This design comes from an exercise in tuning for small area, a short achievable clock period and few clock cycles on the open sky130 flow, not from production work. RTL that was checked went through simulation tests only; none was proved equivalent to the original.

## build 65
==> flow/design.v <==
module DW_div_pipe #(
    parameter a_width     = 31,
    parameter b_width     = 31,
    parameter tc_mode     = 1,
    parameter rem_mode    = 0,
    parameter num_stages  = 10,
    parameter stall_mode  = 1,
    parameter rst_mode    = 1,
    parameter op_iso_mode = 0
) (
    input                      clk,
    input                      rst_n,
    input                      en,
    input      [a_width-1:0]   a,
    input      [b_width-1:0]   b,
    output     [a_width-1:0]   quotient,
    output     [b_width-1:0]   remainder,
    output                     divide_by_0
);
localparam NS = num_stages - 1;           
localparam W  = a_width;
wire          a_neg = (tc_mode != 0) & a[a_width-1];
wire          b_neg = (tc_mode != 0) & b[b_width-1];
wire [W-1:0]       a_mag = a_neg ? (~a + 1'b1) : a;
wire [b_width-1:0] b_mag = b_neg ? (~b + 1'b1) : b;
reg [b_width:0]   r_q [0:NS-1];
reg [W-1:0]       d_q [0:NS-1];
reg [b_width-1:0] m_q [0:NS-1];
reg               n_q [0:NS-1];
genvar k;
generate
    for (k = 0; k < NS; k = k + 1) begin : g_stage
        localparam integer LO = (k * W) / NS;
        localparam integer HI = ((k + 1) * W) / NS;
        wire [b_width:0]   r_in = (k == 0) ? {(b_width+1){1'b0}} : r_q[(k == 0) ? 0 : k-1];
        wire [W-1:0]       d_in = (k == 0) ? a_mag : d_q[(k == 0) ? 0 : k-1];
        wire [b_width-1:0] m_in = (k == 0) ? b_mag : m_q[(k == 0) ? 0 : k-1];
        wire               n_in = (k == 0) ? (a_neg ^ b_neg) : n_q[(k == 0) ? 0 : k-1];
        reg  [b_width:0]   r_c;
        reg  [W-1:0]       d_c;
        integer j;
        always @(*) begin
            r_c = r_in;
            d_c = d_in;
            for (j = LO; j < HI; j = j + 1) begin
                r_c = {r_c[b_width-1:0], d_c[W-1]};
                d_c = {d_c[W-2:0], 1'b0};
                if (r_c >= {1'b0, m_in}) begin
                    r_c = r_c - {1'b0, m_in};
                    d_c[0] = 1'b1;
                end
            end
        end
        always @(posedge clk or negedge rst_n) begin
            if (!rst_n) begin
                r_q[k] <= 0;
                d_q[k] <= 0;
                m_q[k] <= 0;
                n_q[k] <= 1'b0;
            end else if (en) begin
                r_q[k] <= r_c;
                d_q[k] <= d_c;
                m_q[k] <= m_in;
                n_q[k] <= n_in;
            end
        end
    end
endgenerate
assign quotient    = n_q[NS-1] ? (~d_q[NS-1] + 1'b1) : d_q[NS-1];
assign remainder   = {b_width{1'b0}};
assign divide_by_0 = 1'b0;
endmodule
module TRIANGLE(
    input  wire        clk,
    input  wire        rst_n,
    input  wire        in_valid,
    input  wire [7:0]  in_length,
    output reg  [15:0] out_cos,
    output reg         out_valid,
    output reg  [1:0]  out_tri
);
localparam [4:0] ST_A1 = 5'd2;     
localparam [4:0] ST_A2 = 5'd3;     
localparam [4:0] ST_A3 = 5'd4;     
localparam [4:0] ST_D0 = 5'd5;     
localparam [4:0] ST_L  = 5'd17;    
localparam [4:0] ST_O0 = 5'd18;
localparam [4:0] ST_O1 = 5'd19;
reg [4:0] st;
always @(posedge clk or negedge rst_n) begin
    if (!rst_n) st <= 5'd0;
    else if (st == 5'd0) st <= in_valid ? 5'd1 : 5'd0;
    else if (st == ST_O1) st <= 5'd0;
    else st <= st + 5'd1;
end
reg f_a1, f_a2, f_a3;
reg [2:0] f_acc, f_ini;
always @(posedge clk) begin
    f_a1  <= (st == ST_A1 - 5'd1);
    f_a2  <= (st == ST_A2 - 5'd1);
    f_a3  <= (st == ST_A3 - 5'd1);
    f_acc[0] <= (st >= ST_A1 - 5'd1) && (st <= ST_A3 - 5'd1);
    f_acc[1] <= (st == 5'd1) || (st == 5'd2) || (st == 5'd3);
    f_acc[2] <= (st[4:2] == 3'd0) && (st[1:0] != 2'd0);
    f_ini[0] <= (st == 5'd1);
    f_ini[1] <= (st[4:1] == 4'd0) && st[0];
    f_ini[2] <= ~(|st[4:1]) & st[0];
end
reg [7:0] la, lb, lc;
always @(posedge clk) begin
    la <= f_a2 ? la : in_length;
    lb <= f_a2 ? lc : la;
    lc <= lb;
end
function [15:0] square8;
    input [7:0] a;
    reg [15:0] acc;
    integer i;
    begin
        acc = 16'd0;
        for (i = 0; i < 8; i = i + 1)
            acc = acc + (({8'd0, (a >> (i + 1)) & {8{a[i]}}} << (2 * i + 2))
                         | ({15'd0, a[i]} << (2 * i)));
        square8 = acc;
    end
endfunction
reg [15:0] s;
always @(posedge clk) s <= square8(la);
wire [15:0] m = la * lb;
reg [15:0] p0, p1, p2;
always @(posedge clk) begin
    if (f_a1) p2 <= m;
    if (f_a2) p0 <= m;
    if (f_a3) p1 <= m;
end
function [17+1+1:0] lane;    
    input [17:0] r;
    input [15:0] p;
    input        n;
    input        sub;
    input        acc;
    input        init;
    reg [18:0] a, bx, t;
    reg        ci, z, b, c0;
    begin
        if (acc) begin
            a  = init ? 19'd0 : {r[17], r};
            bx = sub ? ~{3'b000, s} : {3'b000, s};
            ci = sub;
        end else begin
            a  = {r, 1'b0};
            bx = n ? {2'b00, p, 1'b0} : ~{2'b00, p, 1'b0};
            ci = ~n;
        end
        {t, c0} = {a, 1'b1} + {bx, ci};    
        z = (t == 19'd0);
        b = n ? (t[18] | z) : ~t[18];
        lane = {(acc | b) ? t[17:0] : a[17:0], b, t[18]};
    end
endfunction
reg signed [17:0] r0, r1, r2;
reg [12:0]        q0, q1, q2;
reg               n0, n1, n2;
wire [19:0] x0 = lane(r0, p0, n0, f_a1, f_acc[0], f_ini[0]);
wire [19:0] x1 = lane(r1, p1, n1, f_a2, f_acc[1], f_ini[1]);
wire [19:0] x2 = lane(r2, p2, n2, f_a3, f_acc[2], f_ini[2]);
always @(posedge clk) begin
    r0 <= x0[19:2]; r1 <= x1[19:2]; r2 <= x2[19:2];
    q0 <= {q0[11:0], x0[1]};
    q1 <= {q1[11:0], x1[1]};
    q2 <= {q2[11:0], x2[1]};
    if (f_a3) begin
        n0 <= x0[0]; n1 <= x1[0]; n2 <= x2[0];
    end
    if (st == ST_D0)
        out_tri <= (r0 == 18'sd0 || r1 == 18'sd0 || r2 == 18'sd0) ? 2'd3 :
                   (n0 | n1 | n2) ? 2'd1 : 2'd0;
end
reg q2x;
always @(posedge clk) q2x <= q2[12];
wire [11:0] qh0 = q0[11:0];
wire        b0  = x0[1];
wire        lst = (st == ST_L);
wire        o0  = (st == ST_O0);
wire [12:0] qsel = o0 ? q1 : {q2x, q2[12:1]};
wire        nsel = o0 ? n1 : n2;
wire [15:0] negx = -{3'b0, lst ? {1'b0, qh0} : qsel};
wire [15:0] c0 = n0 ? (b0 ? {3'b111, ~qh0, 1'b1} : {negx[14:0], 1'b0})
                    : {3'b000, qh0, b0};
always @(posedge clk) begin
    out_cos <= lst ? c0 : (nsel ? negx : {3'b000, qsel});
end
always @(posedge clk or negedge rst_n) begin
    if (!rst_n) out_valid <= 1'b0;
    else out_valid <= lst | o0 | (st == ST_O1);
end
endmodule
==> flow/config.mk <==
export PLATFORM = sky130hd
export DESIGN_NAME = TRIANGLE
export DESIGN_NICKNAME = TRIANGLE
export VERILOG_FILES = /design/flow/design.v
export SDC_FILE = /design/flow/constraint.sdc
export NUM_CORES = 4
export LEC_CHECK = 0
export ABC_AREA = 1
export CAP_MARGIN = 20
export CORE_MARGIN = 2
export CORE_UTILIZATION = 40
export PLACE_DENSITY = 0.6
export SLEW_MARGIN = 20
==> flow/constraint.sdc <==
create_clock -name core_clock -period 20.0 [get_ports {clk}]
set_input_delay 4.0000 -clock core_clock [delete_from_list [all_inputs] [get_ports {clk}]]
set_output_delay 4.0000 -clock core_clock [all_outputs]
set_load 0.01 [all_outputs]
run.sh (not shown) runs the stock make flow with config.mk's settings and CLKGATE_MAP_FILE= SYNTH_SCRIPT=/design/flow/synth_recipe.tcl, a recipe that flattens the netlist after the stock synthesis.
Modified inputs, trial 19 compared to build 65
-- flow/design.v --
<<< build 65, line 134
    if (f_a3) p1 <= m;
end
function [17+1+1:0] lane;    
    input [17:0] r;
    input [15:0] p;
>>> trial 19, line 134
    if (f_a3) p1 <= m;
end
function qbit;
    input [18:0] r;
    input        n;
    begin
        qbit = n ? (r[18] | (r == 19'd0)) : ~r[18];
    end
endfunction
function [18:0] lane;    
    input [17:0] r;
    input [15:0] p;
<<< build 65, line 142
    input        init;
    reg [18:0] a, bx, t;
    reg        ci, z, b, c0;
    begin
        if (acc) begin
>>> trial 19, line 149
    input        init;
    reg [18:0] a, bx, t;
    reg        ci, ad, c0;
    begin
        if (acc) begin
<<< build 65, line 150
        end else begin
            a  = {r, 1'b0};
            bx = n ? {2'b00, p, 1'b0} : ~{2'b00, p, 1'b0};
            ci = ~n;
        end
        {t, c0} = {a, 1'b1} + {bx, ci};    
        z = (t == 19'd0);
        b = n ? (t[18] | z) : ~t[18];
        lane = {(acc | b) ? t[17:0] : a[17:0], b, t[18]};
    end
endfunction
reg signed [17:0] r0, r1, r2;
reg [12:0]        q0, q1, q2;
reg               n0, n1, n2;
wire [19:0] x0 = lane(r0, p0, n0, f_a1, f_acc[0], f_ini[0]);
wire [19:0] x1 = lane(r1, p1, n1, f_a2, f_acc[1], f_ini[1]);
wire [19:0] x2 = lane(r2, p2, n2, f_a3, f_acc[2], f_ini[2]);
always @(posedge clk) begin
    r0 <= x0[19:2]; r1 <= x1[19:2]; r2 <= x2[19:2];
    q0 <= {q0[11:0], x0[1]};
    q1 <= {q1[11:0], x1[1]};
    q2 <= {q2[11:0], x2[1]};
    if (f_a3) begin
        n0 <= x0[0]; n1 <= x1[0]; n2 <= x2[0];
    end
    if (st == ST_D0)
>>> trial 19, line 157
        end else begin
            a  = {r, 1'b0};
            ad = ~(qbit({r[17], r}, n) ^ n);
            bx = ad ? {2'b00, p, 1'b0} : ~{2'b00, p, 1'b0};
            ci = ~ad;
        end
        {t, c0} = {a, 1'b1} + {bx, ci};    
        lane = t;
    end
endfunction
reg signed [17:0] r0, r1, r2;
reg [10:0]        q0;
reg [11:0]        q1;
reg [12:0]        q2;
reg               n0, n1, n2;
wire [18:0] x0 = lane(r0, p0, n0, f_a1, f_acc[0], f_ini[0]);
wire [18:0] x1 = lane(r1, p1, n1, f_a2, f_acc[1], f_ini[1]);
wire [18:0] x2 = lane(r2, p2, n2, f_a3, f_acc[2], f_ini[2]);
wire qb0 = qbit({r0[17], r0}, n0);
wire qb1 = qbit({r1[17], r1}, n1);
wire qb2 = qbit({r2[17], r2}, n2);
always @(posedge clk) begin
    r0 <= x0[17:0]; r1 <= x1[17:0]; r2 <= x2[17:0];
    q0 <= {q0[9:0], qb0};
    q1 <= {q1[10:0], qb1};
    q2 <= {q2[11:0], qb2};
    if (f_a3) begin
        n0 <= x0[18]; n1 <= x1[18]; n2 <= x2[18];
    end
    if (st == ST_D0)
<<< build 65, line 177
                   (n0 | n1 | n2) ? 2'd1 : 2'd0;
end
reg q2x;
always @(posedge clk) q2x <= q2[12];
wire [11:0] qh0 = q0[11:0];
wire        b0  = x0[1];
wire        lst = (st == ST_L);
wire        o0  = (st == ST_O0);
wire [12:0] qsel = o0 ? q1 : {q2x, q2[12:1]};
wire        nsel = o0 ? n1 : n2;
wire [15:0] negx = -{3'b0, lst ? {1'b0, qh0} : qsel};
>>> trial 19, line 188
                   (n0 | n1 | n2) ? 2'd1 : 2'd0;
end
wire [11:0] qh0 = {q0, qb0};
wire        b0  = qbit(x0, n0);
wire        lst = (st == ST_L);
wire        o0  = (st == ST_O0);
wire [12:0] qsel = o0 ? {q1, qb1} : q2;
wire        nsel = o0 ? n1 : n2;
wire [15:0] negx = -{3'b0, lst ? {1'b0, qh0} : qsel};
Notes after the runs:
- Of trial 19 and build 65, the higher depth of the worst register-to-register path belongs to trial 19.
- Area of placed instances, trial 19 and build 65: smaller value in trial 19
- Trial 19 vs build 65, sequential cell area in the final layout went down by 61 um2.
- Of trial 19 and build 65, the lower finished layout cell area belongs to trial 19.
- Adder-cell area share of the yosys netlist, trial 19 and build 65: larger value in trial 19
- On fraction of final layout cells with drive strength greater than 1, build 65 tracks trial 19 almost exactly.
- In the flow results for trial 19 and build 65, the average wire per cell in the routed design is larger on build 65.
- Total length of routed wires, trial 19 and build 65: higher on build 65
- Delta (trial 19 minus build 65): final cell count went down by about 13%, area of the mapped netlist went down by 0.0014 mm2, instance count after placement with tap cells included went down by 358.
- Utilization: build 65 vs trial 19 — no meaningful difference
- Part of the cycle the worst path needs of trial 19 is on par with build 65.
Testbench counts of trial 19, summed over its fixed seeds: cycles 23,032.
The RTL of build 65 was laid out without a check of its function.

-- separate check: timing with driven ports --
Ports are ideal in the flow. The routed layouts listed here were re-timed in OpenROAD.
Step 1 sets driving cells, clkbuf_16 on the clock port and buf_2 on the other inputs (assumed; they add their load-dependent delay and slew).
Step 2 also shifts input and output timing later by t, the mid clock arrival at the registers, as if the neighbouring blocks saw the same clock.
a / b / c = ideal / step 1 / step 2; a / b = the first two.
run	t, ns	setup slack, ns	worst register clock-pin slew, ns	pins driven straight from the clock port
build 65	0.597	14.581 / 14.527 / 14.643	0.06 / 0.06	1
trial 19	0.585	14.571 / 14.520 / 14.924	0.06 / 0.06	1
After both steps setup and hold are still met in every run listed.
